This is an optimization exercise on Yosys and OpenROAD, whose aim is small area, a short achievable clock period and few clock cycles, not a production implementation. In this exercise RTL edits were held to simulation tests only and were not proved equivalent to the original.

==> inputs of onyx <==
// ntt_intt_top_reg
module ntt_intt_top_reg (
    input  wire        clk,
    input  wire        rst,
    input  wire        start,
    input  wire        mode,       
    output wire        done,
    output wire [7:0]  bram_addr_a,
    output wire        bram_we_a,
    output wire [15:0] bram_din_a,
    input  wire [15:0] bram_dout_a,
    output wire [7:0]  bram_addr_b,
    output wire        bram_we_b,
    output wire [15:0] bram_din_b,
    input  wire [15:0] bram_dout_b
);
export LEC_CHECK = 0
export ABC_AREA = 1
export CAP_MARGIN = 20
export CORE_MARGIN = 2
export CORE_UTILIZATION = 40
export PLACE_DENSITY = 0.6
export SLEW_MARGIN = 20
export SYNTH_MEMORY_MAX_BITS = 4096
create_clock -name core_clock -period 18.0 [get_ports {clk}]
standard.sh (not shown) runs the stock make flow with config.mk's settings and CLKGATE_MAP_FILE= SYNTH_SCRIPT=/design/flow/synth_recipe.tcl, a recipe that flattens the netlist after the stock synthesis.
==> flow/flow/run.sh <==
#!/bin/bash
# The standard layout (the standard.sh, all ORFS steps unchanged), except
# that buffer_ports puts a sky130_fd_sc_hd__buf_2 on every input and output
# port instead of the delay cell it picks by default.
set -euo pipefail
export BUFFER_PORTS_ARGS="-buffer_cell sky130_fd_sc_hd__buf_2"
bash standard.sh > standard_flow.log 2>&1
==> cedar: changes against onyx <==
==> flow/run.sh (new file) <==
#!/bin/bash
# synth_recipe.tcl (not shown) runs the flow's synth.tcl, then flattens the netlist and writes it again
# the make line also repeats each setting of config.mk as NAME=value (left out here)
make -C /OpenROAD-flow-scripts/flow DESIGN_CONFIG=/design/flow/config.mk WORK_HOME=/design/flow/orfs CLKGATE_MAP_FILE= SYNTH_SCRIPT=/design/flow/synth_recipe.tcl finish
removed: flow/flow/run.sh
removed: flow/standard.sh
==> comparison <==
In via count, cedar and onyx hardly differ. In onyx the maximum frequency is larger than in cedar, by about 8%. Against cedar, the cell area of onyx is smaller by 0.66%. In sequential cell count, onyx and cedar do not differ. Against cedar, the worst setup slack of onyx is higher by 0.35 ns. Between cedar and onyx, the lower global-route usage is in onyx (gap 0.51 points). In area after synthesis, onyx and cedar do not differ.
Testbench counts of onyx, summed over its fixed seeds: cycles 30,496.
Testbench counts of cedar, summed over its fixed seeds: cycles 30,496.

---

==> inputs of run G <==
Another version of the RTL of ntt_intt_top_reg (not shown whole).
export LEC_CHECK = 0
export ABC_AREA = 1
export CAP_MARGIN = 20
export CORE_MARGIN = 2
export CORE_UTILIZATION = 40
export CTS_CLUSTER_DIAMETER = 150
export CTS_CLUSTER_SIZE = 20
export PLACE_DENSITY = 0.6
export SLEW_MARGIN = 20
export SYNTH_MEMORY_MAX_BITS = 4096
create_clock -name core_clock -period 18.0 [get_ports {clk}]
==> flow/flow/run.sh <==
#!/bin/bash
# The standard layout (the standard.sh, all ORFS steps unchanged), except
# that buffer_ports puts a sky130_fd_sc_hd__buf_2 on every input and output
# port instead of the delay cell it picks by default.
set -euo pipefail
export BUFFER_PORTS_ARGS="-buffer_cell sky130_fd_sc_hd__buf_2"
bash standard.sh > standard_flow.log 2>&1
==> run X (differences from run G) <==
--- a/flow/design.v
+++ b/flow/design.v
@@ -346,45 +346,43 @@
     reg        run;       
     reg [2:0]  pc;
     reg [7:0]  cc;
     reg [2:0]  pa;
     reg [7:0]  xa;
     reg        wa, la;    
     reg        mode_r;
-    reg        we_r;
-    reg        done_r;
+    reg        done_r;    
+    reg        we_a_o, we_b_o, done_o;
     reg [7:0]  addr_a_r, addr_b_r;
-    reg [6:0]  k0, k1, k2;
+    reg [6:0]  k0, k1;
     wire       last_c = (cc == 8'd135);
     wire       last_s = last_c && (pc == 3'd6);
     wire [22:0] ag    = phys(pa, xa, mode_r);
     always @(posedge clk or posedge rst) begin
       if (rst) begin
         busy   <= 1'b0;
         run    <= 1'b0;
         pc     <= 3'd0;
         cc     <= 8'd2;
         wa     <= 1'b0;
         la     <= 1'b0;
         mode_r <= 1'b0;
-        we_r   <= 1'b0;
         done_r <= 1'b0;
       end else begin
         if (!busy) begin
           if (start) begin
             busy   <= 1'b1;
             run    <= 1'b1;
             mode_r <= mode;
           end
         end else if (done_r) begin
           busy <= 1'b0;
         end
         wa     <= run && (cc >= 8'd8);
         la     <= run && last_s;
-        we_r   <= wa;
         done_r <= la;
         if (run) begin
           if (last_s) begin
             run <= 1'b0;
             pc  <= 3'd0;
             cc  <= 8'd2;
           end else if (last_c) begin
@@ -393,14 +391,17 @@
           end else begin
             cc <= cc + 8'd1;
           end
         end
       end
     end
     always @(posedge clk) begin
+      we_a_o <= wa;
+      we_b_o <= wa;
+      done_o <= la;
       if (run) begin
         xa <= place(pc, cc);
         pa <= pc;
       end else begin
         xa <= 8'h10;      
         pa <= 3'd0;
       end
@@ -408,21 +409,22 @@
         addr_a_r <= 8'd0;
         addr_b_r <= mode ? 8'd2 : 8'd128;
         k0       <= mode ? 7'd127 : 7'd1;
       end else begin
         {addr_a_r, addr_b_r, k0} <= ag;
       end
       k1 <= k0;
-      k2 <= k1;
     end
     reg  [11:0] a0, b0;           
     reg         f2;               
     reg  [11:0] m1;               
     reg  [12:0] a1;
     reg  [10:0] zr;               
+    reg  [5:0]  zb_one, zb_two;   
+    reg  [4:0]  zb_neg;           
     reg  [8:0]  p4l;              
     reg  [15:0] p4s, p4c;
     reg  [11:0] a2;
     reg  [15:0] r1;               
     reg  [11:0] a3;
     reg  [12:0] r2;               
     reg  [11:0] a4;
@@ -431,20 +433,20 @@
     integer bi;
     wire [12:0] s2_s  = {1'b0, a0} + {1'b0, b0};
     wire [11:0] s2_pp = f2 ? (mode_r ? a0 : 12'd0) : b0;
     wire [11:0] s2_nn = f2 ? b0 : (mode_r ? a0 : 12'd0);
     wire [12:0] s2_d  = {1'b0, s2_pp} - {1'b0, s2_nn};
     wire [12:0] s2_dm = s2_d[12] ? s2_d + Q : s2_d;
     wire [12:0] zx = {1'b0, zr, 1'b0};
-    reg  [5:0]  zb_one, zb_two, zb_neg;
+    reg  [5:0]  zx_one, zx_two, zx_neg;
     always @* begin
       for (bi = 0; bi < 6; bi = bi + 1) begin
-        zb_one[bi] = zx[2*bi+1] ^ zx[2*bi];
-        zb_two[bi] = (zx[2*bi+2] & ~zx[2*bi+1] & ~zx[2*bi]) | (~zx[2*bi+2] & zx[2*bi+1] & zx[2*bi]);
-        zb_neg[bi] = zx[2*bi+2] & ~(zx[2*bi+1] & zx[2*bi]);
+        zx_one[bi] = zx[2*bi+1] ^ zx[2*bi];
+        zx_two[bi] = (zx[2*bi+2] & ~zx[2*bi+1] & ~zx[2*bi]) | (~zx[2*bi+2] & zx[2*bi+1] & zx[2*bi]);
+        zx_neg[bi] = zx[2*bi+2] & ~(zx[2*bi+1] & zx[2*bi]);
       end
     end
     reg  [23:0] rw [0:5];
     reg  [12:0] mg;
     reg  [5:0]  ng;
     always @* begin
       ng = {1'b0, zb_neg[4:0]};
@@ -499,15 +501,18 @@
     wire [12:0] s7_sumr = (s7_sum >= Q) ? s7_sum - Q : s7_sum;
     wire [12:0] s7_dif  = {1'b0, a5} - {1'b0, t5};
     wire [12:0] s7_difr = s7_dif[12] ? s7_dif + Q : s7_dif;
     wire [12:0] s7_h    = t5[0] ? {1'b0, t5} + Q : {1'b0, t5};
     always @(posedge clk) begin
       a0 <= bram_dout_a[11:0];
       b0 <= bram_dout_b[11:0];
-      zr <= zrom(k2);
+      zr <= zrom(k1);
+      zb_one <= zx_one;
+      zb_two <= zx_two;
+      zb_neg <= zx_neg[4:0];
       f2 <= zflip(k1);
       m1 <= s2_dm[11:0];
       a1 <= mode_r ? s2_s : {1'b0, a0};
       p4l <= s3_pl;
       p4s <= c4s[23:8];
       p4c <= c4c[23:8];
       a2 <= mode_r ? s3_sm[11:0] : a1[11:0];
@@ -518,13 +523,13 @@
       t5 <= s6_t[11:0];
       a5 <= a4;
       o_up <= mode_r ? a5 : s7_sumr[11:0];
       o_dn <= mode_r ? s7_h[12:1] : s7_difr[11:0];
     end
     assign bram_addr_a = addr_a_r;
     assign bram_addr_b = addr_b_r;
-    assign bram_we_a   = we_r;
-    assign bram_we_b   = we_r;
+    assign bram_we_a   = we_a_o;
+    assign bram_we_b   = we_b_o;
     assign bram_din_a  = {4'd0, o_up};
     assign bram_din_b  = {4'd0, o_dn};
-    assign done        = done_r;
+    assign done        = done_o;
 endmodule
==> run P (differences from run G) <==
--- a/flow/design.v
+++ b/flow/design.v
@@ -349,15 +349,15 @@
     reg [2:0]  pa;
     reg [7:0]  xa;
     reg        wa, la;    
     reg        mode_r;
     reg        we_r;
     reg        done_r;
     reg [7:0]  addr_a_r, addr_b_r;
-    reg [6:0]  k0, k1, k2;
+    reg [6:0]  k0, k1;
     wire       last_c = (cc == 8'd135);
     wire       last_s = last_c && (pc == 3'd6);
     wire [22:0] ag    = phys(pa, xa, mode_r);
     always @(posedge clk or posedge rst) begin
       if (rst) begin
         busy   <= 1'b0;
         run    <= 1'b0;
@@ -408,21 +408,22 @@
         addr_a_r <= 8'd0;
         addr_b_r <= mode ? 8'd2 : 8'd128;
         k0       <= mode ? 7'd127 : 7'd1;
       end else begin
         {addr_a_r, addr_b_r, k0} <= ag;
       end
       k1 <= k0;
-      k2 <= k1;
     end
     reg  [11:0] a0, b0;           
     reg         f2;               
     reg  [11:0] m1;               
     reg  [12:0] a1;
     reg  [10:0] zr;               
+    reg  [5:0]  zb_one, zb_two;   
+    reg  [4:0]  zb_neg;           
     reg  [8:0]  p4l;              
     reg  [15:0] p4s, p4c;
     reg  [11:0] a2;
     reg  [15:0] r1;               
     reg  [11:0] a3;
     reg  [12:0] r2;               
     reg  [11:0] a4;
@@ -431,20 +432,20 @@
     integer bi;
     wire [12:0] s2_s  = {1'b0, a0} + {1'b0, b0};
     wire [11:0] s2_pp = f2 ? (mode_r ? a0 : 12'd0) : b0;
     wire [11:0] s2_nn = f2 ? b0 : (mode_r ? a0 : 12'd0);
     wire [12:0] s2_d  = {1'b0, s2_pp} - {1'b0, s2_nn};
     wire [12:0] s2_dm = s2_d[12] ? s2_d + Q : s2_d;
     wire [12:0] zx = {1'b0, zr, 1'b0};
-    reg  [5:0]  zb_one, zb_two, zb_neg;
+    reg  [5:0]  zx_one, zx_two, zx_neg;
     always @* begin
       for (bi = 0; bi < 6; bi = bi + 1) begin
-        zb_one[bi] = zx[2*bi+1] ^ zx[2*bi];
-        zb_two[bi] = (zx[2*bi+2] & ~zx[2*bi+1] & ~zx[2*bi]) | (~zx[2*bi+2] & zx[2*bi+1] & zx[2*bi]);
-        zb_neg[bi] = zx[2*bi+2] & ~(zx[2*bi+1] & zx[2*bi]);
+        zx_one[bi] = zx[2*bi+1] ^ zx[2*bi];
+        zx_two[bi] = (zx[2*bi+2] & ~zx[2*bi+1] & ~zx[2*bi]) | (~zx[2*bi+2] & zx[2*bi+1] & zx[2*bi]);
+        zx_neg[bi] = zx[2*bi+2] & ~(zx[2*bi+1] & zx[2*bi]);
       end
     end
     reg  [23:0] rw [0:5];
     reg  [12:0] mg;
     reg  [5:0]  ng;
     always @* begin
       ng = {1'b0, zb_neg[4:0]};
@@ -499,15 +500,18 @@
     wire [12:0] s7_sumr = (s7_sum >= Q) ? s7_sum - Q : s7_sum;
     wire [12:0] s7_dif  = {1'b0, a5} - {1'b0, t5};
     wire [12:0] s7_difr = s7_dif[12] ? s7_dif + Q : s7_dif;
     wire [12:0] s7_h    = t5[0] ? {1'b0, t5} + Q : {1'b0, t5};
     always @(posedge clk) begin
       a0 <= bram_dout_a[11:0];
       b0 <= bram_dout_b[11:0];
-      zr <= zrom(k2);
+      zr <= zrom(k1);
+      zb_one <= zx_one;
+      zb_two <= zx_two;
+      zb_neg <= zx_neg[4:0];
       f2 <= zflip(k1);
       m1 <= s2_dm[11:0];
       a1 <= mode_r ? s2_s : {1'b0, a0};
       p4l <= s3_pl;
       p4s <= c4s[23:8];
       p4c <= c4c[23:8];
       a2 <= mode_r ? s3_sm[11:0] : a1[11:0];
==> comparison table <==
| item | run G | run X | run P |
|---|---|---|---|
| Status | timing/DRC/antenna clean | timing/DRC/antenna clean | timing/DRC/antenna clean |
| Peak Freq | 215.6 MHz | 218.1 MHz | 215.4 MHz |
| Slew margin rel. | 0.3269 | 0.3576 | 0.3963 |
| Starting density of the core | 0.4046 | 0.4043 | 0.4060 |
| Number of cells on the worst reg-to-reg path | 14 | 15 | 10 |
| Post-synthesis share of cell area spent on full adders, half adders and majority gates | 0.1907 | 0.1900 | 0.1888 |
| Met3 track demand over resource | 0.01980 | 0.02894 | 0.02716 |
| Share of Yosys cell area claimed by the top area cell type | 0.2589 | 0.2710 | 0.2673 |
| Total of plain and repair buffers excluding clock buffers | 82 | 79 | 77 |
| Number of buffers created by CTS | 17 | 18 | 18 |
| WL per Instance | 15.36 um | 15.76 um | 15.84 um |
| Clock net sink count | 280 | 291 | 290 |
| Arrival time at the worst endpoint | 1040 ps | 990 ps | 1040 ps |
| Worst-case hold path end point | a4[5] | a4[7] | a5[4] |
| All-layer global routing usage | 0.1951 | 0.1966 | 0.1993 |
| Compound-gate portion of the synthesized area | 0.1597 | 0.1600 | 0.1597 |
| Largest fanout of any net on the critical path | 2 | 1 | 2 |
| Endpoint of the worst-slack reg-to-reg timing path | p4l[8] | r1[13] | p4l[7] |
| Multi-input combinational cell count | 1,887 | 1,836 | 1,865 |
| Clock-pin transition on the worst setup and hold timing paths | 90 ps | 90 ps | 80 ps |
| Min-Delay Startpoint | a3[5] | a3[7] | a4[4] |
| Multi-input gate area in the final layout | 12,430 um^2 | 12,220 um^2 | 12,300 um^2 |
Testbench counts of run G, summed over its fixed seeds: cycles 30,496.
Testbench counts of run X, summed over its fixed seeds: cycles 30,496.
Testbench counts of run P, summed over its fixed seeds: cycles 30,496.

[separate check: timing with driven ports]
In the flow no input, the clock included, has a driving cell. The finished layouts below were timed again as built, in two steps.
Step 1: set_driving_cell puts a clkbuf_16 on clk and a buf_2 on each other input, an assumption about the parent block.
Step 2 adds t to the input delays and takes it off the output delays; t is the mean of the earliest and latest rising clock arrival at the registers after step 1. Input paths then give back, and output paths get back, about the clock's delay inside the block.
a / b / c = no drivers / after step 1 / after step 2; a / b = the first two.
| run | shift t [ns] | setup WS [ns] | latest minus earliest clock arrival (ns) | worst register clock-pin slew, ns | worst slew at a driven data input, ns |
|---|---|---|---|---|---|
| onyx | 0.615 | 13.317 / 13.255 / 12.992 | 0.029 / 0.029 | 0.06 / 0.06 | 0.05 |
| cedar | 0.601 | 12.962 / 12.903 / 12.760 | 0.021 / 0.021 | 0.07 / 0.07 | 0.04 |
| run G | 0.568 | 13.363 / 13.310 / 13.366 | 0.022 / 0.022 | 0.09 / 0.09 | 0.04 |
| run X | 0.575 | 13.414 / 13.366 / 13.778 | 0.021 / 0.021 | 0.09 / 0.09 | 0.04 |
| run P | 0.563 | 13.357 / 13.304 / 13.661 | 0.014 / 0.014 | 0.08 / 0.08 | 0.05 |
After both steps every run listed still meets setup and hold. For onyx, which loses most, drivers alone change the setup slack by -0.062 ns; drivers and shift together by -0.325 ns.
